Background: an optimization exercise with open tools, aiming at small area. Do not read the settings as production practice. At most, simulation tests tie the RTL to the original design; equivalence was not proved. The clock port is modelled as an ideal driver; clocking choices that lean on that would not hold on a real chip. Power figures rest on the tool's default switching activity, not on a simulated workload.

Design Pong, start of the top module:
module Pong (
    input clock,
    input reset,
    input p1_up,
    input p1_down,
    input p2_up,
    input p2_down,
    input start,
    output out_Hsync,
    output out_Vsync,
    output [3:0] out_Red,
    output [3:0] out_Green,
    output [3:0] out_Blue,
    output [3:0] p1_score,
    output [3:0] p2_score
    );
    wire [9:0] col, row;
    wire tick, d3, running;
    wire [3:0] L;
    wire [4:0] py1, py2, by;
    wire [5:0] bx;
    raster u_r(.clock(clock), .reset(reset), .col(col), .row(row), .out_Hsync(out_Hsync), .out_Vsync(out_Vsync));
    ticker u_t(.clock(clock), .reset(reset), .tick(tick));
    debounce u_d0(.clock(clock), .reset(reset), .tick(tick), .b(p1_up), .L(L[0]));
    debounce u_d1(.clock(clock), .reset(reset), .tick(tick), .b(p1_down), .L(L[1]));
    debounce u_d2(.clock(clock), .reset(reset), .tick(tick), .b(p2_up), .L(L[2]));
    debounce u_d3(.clock(clock), .reset(reset), .tick(tick), .b(p2_down), .L(L[3]));
    paddle u_p1(.clock(clock), .reset(reset), .up(L[0]), .down(L[1]), .py(py1));
    paddle u_p2(.clock(clock), .reset(reset), .up(L[2]), .down(L[3]), .py(py2));
    ball u_b(.clock(clock), .reset(reset), .running(running), .bx(bx), .by(by));
    game u_g(.clock(clock), .reset(reset), .start(start), .bx(bx), .by(by), .py1(py1), .py2(py2),
             .running(running), .p1_score(p1_score), .p2_score(p2_score));
    draw u_dr(.clock(clock), .reset(reset), .col(col), .row(row), .bx(bx), .by(by), .py1(py1), .py2(py2), .d3(d3));
    assign out_Red = {4{d3}};
    assign out_Green = {4{d3}};
    assign out_Blue = {4{d3}};
endmodule
==> module debounce, before the edit <==
module debounce(input clock, input reset, input tick, input b, output reg L);
    reg [3:0] q;
    wire x = b ^ L;
    wire last = q[3] & q[2];             
    wire [3:0] qc = {q[2] & q[1] & q[0], q[1] & q[0], q[0], 1'b1};
    always @(posedge clock) begin
        if (reset) begin
            L <= 0;
            q <= 0;
        end else if (tick) begin
            L <= L ^ last;
            q <= x ? (last ? 4'd0 : q ^ qc) : {3'b000, last};
        end
    end
endmodule
Settings: LEC_CHECK=0, CAP_MARGIN=0, CORE_MARGIN=2, CORE_UTILIZATION=65, PLACE_DENSITY=0.75, SLEW_MARGIN=0; clock period 6.0 ns.
standard.sh (not shown) runs the stock make flow with config.mk's settings and CLKGATE_MAP_FILE= SYNTH_SCRIPT=/design/flow/synth_recipe.tcl, a recipe that flattens the netlist after the stock synthesis.
==> flow/flow/run.sh <==
#!/bin/bash
# Layout flow: the standard ORFS flow (standard.sh) with these changes:
#  - synthesis is the standard flow's script (synth_recipe.tcl) running ORFS's synth.tcl
#    with an area-oriented ABC script (area.abc) and without Yosys's
#    extract_fa pass, so ABC maps the adder logic too.  Everything up to and
#    including the flip-flop mapping is unchanged, so the registers are the
#    standard synthesis's;
#  - the clock tree is built by pre_cts.tcl / mtree.tcl instead of TritonCTS;
#  - ports are buffered with sky130_fd_sc_hd__buf_1.
# Tool output: ORFS logs under orfs/logs, the make output in flow_make.log.
set -euo pipefail
HERE=$(pwd)
F=$HERE/flow
sed -e "s#^source \$::env(SCRIPTS_DIR)/synth_preamble.tcl#&\nset abc_args [lreplace \$abc_args 1 1 $F/area.abc]#" \
    -e "s#^  extract_fa {\*}\[dont_use_extract_fa_args\]#  \# extract_fa skipped#" \
    "$FLOW_HOME/scripts/synth.tcl" > "$HERE/synth_body.tcl"
grep -q "area.abc" "$HERE/synth_body.tcl"
grep -q "extract_fa skipped" "$HERE/synth_body.tcl"
sed "s#\$::env(SCRIPTS_DIR)/synth.tcl#$HERE/synth_body.tcl#" synth_recipe.tcl > "$HERE/my_synth.tcl"
grep -q "synth_body.tcl" "$HERE/my_synth.tcl"
sed "s#SYNTH_SCRIPT=[^ ]*#SYNTH_SCRIPT=$HERE/my_synth.tcl#" standard.sh > "$HERE/my_standard.sh"
grep -q "my_synth.tcl" "$HERE/my_standard.sh"
export PRE_CTS_TCL=$F/pre_cts.tcl
export BUFFER_PORTS_ARGS="-buffer_cell sky130_fd_sc_hd__buf_1"
bash "$HERE/my_standard.sh" > "$HERE/flow_make.log" 2>&1
Other scripts of this flow, unchanged in this note and not shown: flow/flow/area.abc, flow/flow/mtree.tcl, flow/flow/pre_cts.tcl
Change:
--- a/flow/design.v
+++ b/flow/design.v
@@ -82,6 +82,6 @@
     reg [3:0] q;
     wire x = b ^ L;
-    wire last = q[3] & q[2];             
-    wire [3:0] qc = {q[2] & q[1] & q[0], q[1] & q[0], q[0], 1'b1};
+    wire last = (q == 4'b1001);
+    wire [3:0] nq = {~q[2:0], q[3] ~^ q[2]};
     always @(posedge clock) begin
         if (reset) begin
@@ -90,5 +90,5 @@
         end else if (tick) begin
             L <= L ^ last;
-            q <= x ? (last ? 4'd0 : q ^ qc) : {3'b000, last};
+            q <= x ? (last ? 4'b0000 : nq) : {4{last}};
         end
     end
Outcome: The new run completed without violations. Clock power came out higher slightly. Worst setup slack is worse by 0.25 ns. Synthesized area is about the same. Final area hardly moves. Routed wire length came out lower slightly. Worst hold slack stays flat. Clock skew hardly moves. Global-route usage came out lower by 0.22 points. Via count came out higher slightly. Die area hardly moves.
Function not checked in the first run of this note: the RTL went through the layout flow alone.

---

Another version of the RTL of Pong (not shown whole).
Size in the first run: roughly 0.0059 mm2 of cells after synthesis.
==> module paddle, before the edit <==
module paddle(input clock, input reset, input up, input down, output reg [4:0] py);
    localparam [16:0] LIM = 17'b10001110100001000;
    reg [16:0] pc;
    wire pl = (pc == LIM);
    wire pe = up ^ down;
    always @(posedge clock) begin
        if (reset || (pe && pl)) pc <= 0;
        else if (pe) pc <= {pc[15:0], pc[16] ~^ pc[13]};
    end
    wire m = pl & (up ? (py != 0) : (down & (py != 23)));
    wire [5:0] t;
    assign t[0] = m;
    genvar g;
    generate
        for (g = 0; g < 5; g = g + 1) begin : pad
            assign t[g+1] = t[g] & (py[g] ^ up);
        end
    endgenerate
    always @(posedge clock) begin
        if (reset) py <= 0;
        else py <= py ^ t[4:0];
    end
endmodule
clock: 6.0 ns
lec_check: 0
cap_margin: 0
core_margin: 2
core_utilization: 65
place_density: 0.75
slew_margin: 0
==> flow/flow/run.sh <==
#!/bin/bash
# Layout flow: the standard ORFS flow (standard.sh) with three changes:
#  - synthesis is the standard flow's script with an area-oriented ABC script (area.abc);
#    everything before ABC, and so every register, is the standard one;
#  - the clock tree is built by pre_cts.tcl / mtree.tcl instead of TritonCTS;
#  - ports are buffered with sky130_fd_sc_hd__buf_1.
# Each tool's output goes to the ORFS logs under orfs/logs and to flow_make.log.
set -euo pipefail
HERE=$(pwd)
F=$HERE/flow
sed "s#^source \$::env(SCRIPTS_DIR)/synth_preamble.tcl#&\nset abc_args [lreplace \$abc_args 1 1 $F/area.abc]#" \
    "$FLOW_HOME/scripts/synth.tcl" > "$HERE/synth_body.tcl"
grep -q "area.abc" "$HERE/synth_body.tcl"
sed "s#\$::env(SCRIPTS_DIR)/synth.tcl#$HERE/synth_body.tcl#" synth_recipe.tcl > "$HERE/my_synth.tcl"
grep -q "synth_body.tcl" "$HERE/my_synth.tcl"
sed "s#SYNTH_SCRIPT=[^ ]*#SYNTH_SCRIPT=$HERE/my_synth.tcl#" standard.sh > "$HERE/my_standard.sh"
grep -q "my_synth.tcl" "$HERE/my_standard.sh"
export PRE_CTS_TCL=$F/pre_cts.tcl
export BUFFER_PORTS_ARGS="-buffer_cell sky130_fd_sc_hd__buf_1"
bash "$HERE/my_standard.sh" > "$HERE/flow_make.log" 2>&1
Other scripts of this flow, unchanged in this note and not shown: flow/flow/area.abc, flow/flow/mtree.tcl, flow/flow/pre_cts.tcl
Edit:
--- a/flow/design.v
+++ b/flow/design.v
@@ -100,17 +100,18 @@
     wire pe = up ^ down;
     always @(posedge clock) begin
         if (reset || (pe && pl)) pc <= 0;
         else if (pe) pc <= {pc[15:0], pc[16] ~^ pc[13]};
     end
-    wire m = pl & (up ? (py != 0) : (down & (py != 23)));
+    wire mu = up & (py != 0);
+    wire m = pl & (mu | (down & (py != 23)));
     wire [5:0] t;
     assign t[0] = m;
     genvar g;
     generate
         for (g = 0; g < 5; g = g + 1) begin : pad
-            assign t[g+1] = t[g] & (py[g] ^ up);
+            assign t[g+1] = t[g] & (py[g] ^ mu);
         end
     endgenerate
     always @(posedge clock) begin
         if (reset) py <= 0;
         else py <= py ^ t[4:0];
What happened: The new run finished with timing, DRC and antenna clean; via count climbs by 0.46%; sequential share of layout area hardly moves; synthesized area hardly moves; synthesized cell count rose by about 0.45%; cell area is about the same; total power drops by 0.57%; cell count is higher by 0.50%; routed wire length is lower by 0.69%.
The RTL of the first run of this note was laid out without a check of its function.

## afterwards: timing with drivers on the ports
In the flow no input, the clock included, has a driving cell. The finished layouts below were timed again as built, in two steps. Step 1: set_driving_cell puts a clkbuf_16 on clock and a buf_2 on each other input, an assumption about the parent block. Step 2 also shifts input and output timing later by t, the mid clock arrival at the registers, as if the neighbouring blocks saw the same clock. Three values: no drivers, after step 1, after step 2; two values: the first two.
run | shift t [ns] | slack for setup (ns) | latest minus earliest clock arrival (ns)
the first run of note 1 | 0.511 | 2.975 / 2.975 / 2.496 | 0.011 / 0.010
the second run of note 1 | 0.522 | 2.728 / 2.728 / 2.397 | 0.013 / 0.013
the first run of note 2 | 0.508 | 2.505 / 2.505 / 2.457 | 0.014 / 0.015
the second run of note 2 | 0.515 | 2.584 / 2.584 / 2.252 | 0.009 / 0.010
After both steps setup and hold are still met in every run listed. For the first run of note 1, which loses most, drivers alone change the setup slack by 0.000 ns; drivers and shift together by -0.479 ns.
